From an optimization exercise on the open Yosys and OpenROAD flow, aimed at small area, a short achievable clock period and few clock cycles per item; shortcuts taken in it are not production practice.

## maple
==> flow/design.v <==
`timescale 1ns / 1ps
module fuzzylogicspeedcontroller(
    input clk,
    input rst,
    input start,
    input [7:0] R,
    input [7:0] C,
    output ready,
    output reg done,
    output reg [7:0] pw
    );
assign ready = 1'b1;
function lt6(input [5:0] x, input [5:0] y);    
  integer n; reg r;
  begin
    r = 1'b0;
    for (n = 0; n < 6; n = n + 1)
      r = x[n] ? (y[n] ? r : 1'b0) : (y[n] ? 1'b1 : r);
    lt6 = r;
  end
endfunction
function [5:0] min6(input [5:0] x, input [5:0] y);
  min6 = lt6(x, y) ? x : y;
endfunction
function [5:0] max6(input [5:0] x, input [5:0] y);
  max6 = lt6(x, y) ? y : x;
endfunction
reg v0;
reg [8:0] E0;
always @(posedge clk) begin
  if (rst) v0 <= 1'b0; else v0 <= start;
  E0 <= {1'b0, R} + {1'b0, ~C};
end
reg [8:0] kE;
reg v1;
reg [8:0] E1, de1;
always @(posedge clk) begin
  if (rst) begin v1 <= 1'b0; kE <= 9'd255; end
  else begin v1 <= v0; if (v0) kE <= {E0[8], ~E0[7:0]}; end
  E1 <= E0; de1 <= E0 + kE;
end
wire eg158 = E1 >= 158, eg190 = E1 >= 190, eg213 = E1 >= 213, eg245 = E1 >= 245;
wire eg265 = E1 >= 265, eg297 = E1 >= 297, eg320 = E1 >= 320, eg352 = E1 >= 352;
wire [1:0] ei = eg320 ? 2'd3 : eg265 ? 2'd2 : eg213 ? 2'd1 : 2'd0;
wire eramp = (eg158 & ~eg190) | (eg213 & ~eg245) | (eg265 & ~eg297) | (eg320 & ~eg352);
reg [4:0] te, tb;
always @(*) begin
  case (ei)
    2'd0: begin te = E1[4:0] + 5'd2;  tb = te; end           
    2'd1: begin te = E1[4:0] + 5'd11; tb = E1[4:0] + 5'd14; end   
    2'd2: begin te = E1[4:0] + 5'd23; tb = te; end           
    default: begin te = E1[4:0]; tb = te; end                
  endcase
end
wire [5:0] ea = eramp ? {~te, 1'b1} : {6{~eg158}};
wire [5:0] eb = eramp ? {tb, 1'b0} : {6{eg158}};
wire eab = eramp ? (ei == 2'd1 ? (te <= 5'd14) | (te == 5'd29) | (te == 5'd30) : ~te[4]) : ~eg158;    
wire dg218 = de1 >= 218, dg250 = de1 >= 250, dg251 = de1 >= 251, dg261 = de1 >= 261;
wire dg266 = de1 >= 266, dg292 = de1 >= 292, dg293 = de1 >= 293;
wire dj = dg261;
wire [4:0] td = de1[4:0] + (dg261 ? 5'd28 : 5'd6);      
wire rc = (dg218 & ~dg251) | (dg266 & ~dg293);          
wire rd = (dg218 & ~dg250) | (dg261 & ~dg292);          
wire [5:0] dc = rc ? {~td, 1'b1} : {6{~dg218}};
wire [5:0] dd = rd ? {td, 1'b0} : {6{dg218}};
wire dcs = dg218 & (((dg218 & ~dg250) | (dg266 & ~dg292)) ? td[4] : 1'b1);
reg v2;
reg [2:0] cs2;
reg [5:0] a2, b2, c2, d2;
reg ab2, cds2;
always @(posedge clk) begin
  if (rst) v2 <= 1'b0; else v2 <= v1;
  cs2 <= {ei, dj}; a2 <= ea; b2 <= eb; c2 <= dc; d2 <= dd;
  ab2 <= eab; cds2 <= dcs;
end
localparam [2:0] SA = 3'd0, SB = 3'd1, SC = 3'd2, SD = 3'd3, SZ = 3'd4;
wire ac = lt6(a2, c2), ad = lt6(a2, d2), bc = lt6(b2, c2), bd = lt6(b2, d2);
wire [2:0] mac = ac ? SA : SC;                   
wire [2:0] mad = ad ? SA : SD;                   
wire [2:0] mbc = bc ? SB : SC;                   
wire [2:0] mbd = bd ? SB : SD;                   
wire [2:0] macd = cds2 ? mad : mac;              
wire [2:0] mbcd = cds2 ? mbd : mbc;              
wire [2:0] xB = ad ? (bc ? (ab2 ? SA : SB) : (ac ? SC : SA))
                   : (bc ? (bd ? SD : SB) : (cds2 ? SD : SC));
wire [2:0] xA = cds2 ? xB : (ab2 ? mac : mbc);   
wire [2:0] xC = cds2 ? (ab2 ? mad : mbd) : xB;   
reg [1:0] base;
reg [2:0] s0, s1, s2;
always @(*) begin
  case (cs2)
    3'b000: begin base = 0; s0 = xA;   s1 = mbd;  s2 = SZ;   end
    3'b001: begin base = 0; s0 = macd; s1 = mbcd; s2 = SZ;   end
    3'b010: begin base = 0; s0 = mac;  s1 = xB;   s2 = mbd;  end
    3'b011: begin base = 1; s0 = macd; s1 = mbc;  s2 = mbd;  end
    3'b100: begin base = 1; s0 = mac;  s1 = mad;  s2 = mbcd; end
    3'b101: begin base = 2; s0 = mac;  s1 = xB;   s2 = mbd;  end
    3'b110: begin base = 3; s0 = macd; s1 = mbcd; s2 = SZ;   end
    default: begin base = 3; s0 = mac; s1 = xC;   s2 = SZ;   end
  endcase
end
function [5:0] pick(input [2:0] s, input [5:0] a, input [5:0] b, input [5:0] c, input [5:0] d);
  pick = s[2] ? 6'd0 : s[1] ? (s[0] ? d : c) : (s[0] ? b : a);
endfunction
wire [5:0] l0 = pick(s0, a2, b2, c2, d2);
wire [5:0] l1 = pick(s1, a2, b2, c2, d2);
wire [5:0] l2 = pick(s2, a2, b2, c2, d2);
reg v3;
reg [1:0] base3;
reg [5:0] L0, L1, L2;
always @(posedge clk) begin
  if (rst) v3 <= 1'b0; else v3 <= v2;
  base3 <= base; L0 <= l0; L1 <= l1; L2 <= l2;
end
function [29:0] csa15(input [14:0] x, input [14:0] y, input [14:0] z);
  csa15 = {(x & y) | (x & z) | (y & z), x ^ y ^ z};
endfunction
wire [14:0] x0 = {7'b0, L0[5:1], {3{L0[0]}}};
wire [14:0] x1 = {7'b0, L1[5:1], {3{L1[0]}}};
wire [14:0] x2 = {7'b0, L2[5:1], {3{L2[0]}}};
wire [14:0] xu = (base3 == 1) ? x1 : x0;
wire [14:0] xw = (base3 == 2) ? x1 : x2;
wire [29:0] k1 = csa15(x1 << 5, x2 << 6, x1 << 1);
wire [29:0] k2 = csa15(x2 << 2, xu, xw);
wire [29:0] k3 = csa15(k1[14:0], k1[29:15] << 1, k2[14:0]);
wire [29:0] k4 = csa15(k3[14:0], k3[29:15] << 1, k2[29:15] << 1);
reg v4;
reg [1:0] base4;
reg [14:0] ns4, nc4;
reg [9:0] den4;
always @(posedge clk) begin
  if (rst) v4 <= 1'b0; else v4 <= v3;
  base4 <= base3; ns4 <= k4[14:0]; nc4 <= k4[29:15] << 1;
  den4 <= x0[9:0] + x1[9:0] + x2[9:0];
end
function [33:0] csa17(input [16:0] x, input [16:0] y, input [16:0] z);
  csa17 = {(x & y) | (x & z) | (y & z), x ^ y ^ z};
endfunction
wire [33:0] k5 = csa17({2'b0, ns4}, {2'b0, nc4}, ~{1'b0, den4, 6'b0});
wire [16:0] t5 = k5[16:0] + {k5[32:17], 1'b1};
function [10:0] nrstep(input [10:0] p, input nb, input [9:0] den);
  reg [11:0] t;
  begin
    t = {p, nb} + ({2'b0, den} ^ {12{~p[10]}}) + {11'b0, ~p[10]};
    nrstep = t[10:0];
  end
endfunction
reg v5, v6, v7, v8, v9, v10, v11;
reg [1:0] base5, base6, base7, base8, base9, base10, base11;
reg [9:0] den5, den6, den7, den8, den9, den10;
reg [10:0] p5, p6, p7, p8, p9, p10;
reg [5:0] n5; reg [4:0] n6; reg [3:0] n7; reg [2:0] n8; reg [1:0] n9; reg n10;
reg [0:0] q6_; reg [1:0] q7_; reg [2:0] q8_; reg [3:0] q9_; reg [4:0] q10_; reg [6:0] q11_;
wire [10:0] p11 = nrstep(p10, n10, den10);
always @(posedge clk) begin
  if (rst) begin v5 <= 0; v6 <= 0; v7 <= 0; v8 <= 0; v9 <= 0; v10 <= 0; v11 <= 0; end
  else begin v5 <= v4; v6 <= v5; v7 <= v6; v8 <= v7; v9 <= v8; v10 <= v9; v11 <= v10; end
  base5 <= base4; base6 <= base5; base7 <= base6; base8 <= base7; base9 <= base8; base10 <= base9; base11 <= base10;
  den5 <= den4; den6 <= den5; den7 <= den6; den8 <= den7; den9 <= den8; den10 <= den9;
  p5 <= t5[16:6];                 n5 <= t5[5:0];
  p6 <= nrstep(p5, n5[5], den5);  n6 <= n5[4:0];  q6_ <= ~p5[10];
  p7 <= nrstep(p6, n6[4], den6);  n7 <= n6[3:0];  q7_ <= {q6_, ~p6[10]};
  p8 <= nrstep(p7, n7[3], den7);  n8 <= n7[2:0];  q8_ <= {q7_, ~p7[10]};
  p9 <= nrstep(p8, n8[2], den8);  n9 <= n8[1:0];  q9_ <= {q8_, ~p8[10]};
  p10 <= nrstep(p9, n9[1], den9); n10 <= n9[0];   q10_ <= {q9_, ~p9[10]};
  q11_ <= {q10_, ~p10[10], ~p11[10]};
end
reg [7:0] wb;
always @(*) begin
  case (base11)
    2'd0: wb = 119;
    2'd1: wb = 153;
    2'd2: wb = 187;
    default: wb = 221;
  endcase
end
always @(posedge clk) begin
  if (rst) begin done <= 1'b0; pw <= 8'd0; end
  else begin
    done <= v11;
    if (v11) pw <= wb + {1'b0, q11_};
  end
end
endmodule
export LEC_CHECK = 0
export CAP_MARGIN = 20
export CORE_MARGIN = 2
export CORE_UTILIZATION = 65
export CTS_BUF_LIST = sky130_fd_sc_hd__clkbuf_8
export CTS_CLUSTER_SIZE = 30
export PLACE_DENSITY = 0.75
export SLEW_MARGIN = 20
create_clock -name core_clock -period 10.0 [get_ports {clk}]
standard.sh (not shown) runs the stock make flow with config.mk's settings and CLKGATE_MAP_FILE= SYNTH_SCRIPT=/design/flow/synth_recipe.tcl, a recipe that flattens the netlist after the stock synthesis.
==> flow/flow/run.sh <==
#!/bin/bash
# Layout: the standard ORFS flow (standard.sh), with two changes to how the
# layout is made (the clock period, SDC and design are unchanged):
#  - the ports get buf_4 buffers instead of the flow's default (a slow delay buffer);
#  - repair_timing works to a larger setup margin, so it sizes the gates for a
#    shorter achieved period.
set -euo pipefail
sed 's|"\${@:-finish}"|SETUP_SLACK_MARGIN=7.0 "BUFFER_PORTS_ARGS=-buffer_cell sky130_fd_sc_hd__buf_4" "\${@:-finish}"|' standard.sh > standard_tight.sh
bash standard_tight.sh > make.log 2>&1
Input changes introduced in cedar (baseline for comparison: maple):
Settings: setting CTS_CLUSTER_DIAMETER to 100 for the first time; changing CTS_CLUSTER_SIZE from 30 to 15.
Results
Across maple and cedar, the outcome is the same: a clean finish for every run.
Delta(number of clock buffer instances in the layout, cedar - maple) < 0
Total routing resource utilization after global routing, maple and cedar: lower on cedar
From maple to cedar, count of input and output buffers did not move at all.
The run with more setup slack is cedar; maple has less.
Relative to maple, the via count normalized by instance count of cedar is higher by 0.065.
No run of this note included a check of the RTL's function; only the layout flow was run.

[static timing again, ports no longer ideal]
How much do the figures lean on ideal ports? The routed layouts below were timed once more, with nothing changed but the port constraints. Step 1 assumes that a clkbuf_16 drives the clock port and a buf_2 every other input. Step 2 moves the port delays by t, midway between the first and last clock arrival at a register: inputs arrive t later, outputs are due t later. That takes back most of the time a late clock gives input paths. a / b / c = ideal ports / drivers / drivers and shift; a / b = the first two.
| run | shift t [ns] | setup slack, ns | hold slack, ns | worst setup path after step 2 | worst slew at a driven data input, ns |
|---|---|---|---|---|---|
| maple | 0.601 | 6.967 / 6.967 / 6.385 | 0.315 / 0.315 / 0.315 | input to register | 0.03 |
| cedar | 0.579 | 6.990 / 6.961 / 6.407 | 0.329 / 0.329 / 0.329 | input to register | 0.05 |
After both steps setup and hold are still met in every run listed. The setup slack of cedar, which loses most, moves by -0.029 ns with the drivers and by -0.583 ns with both steps.
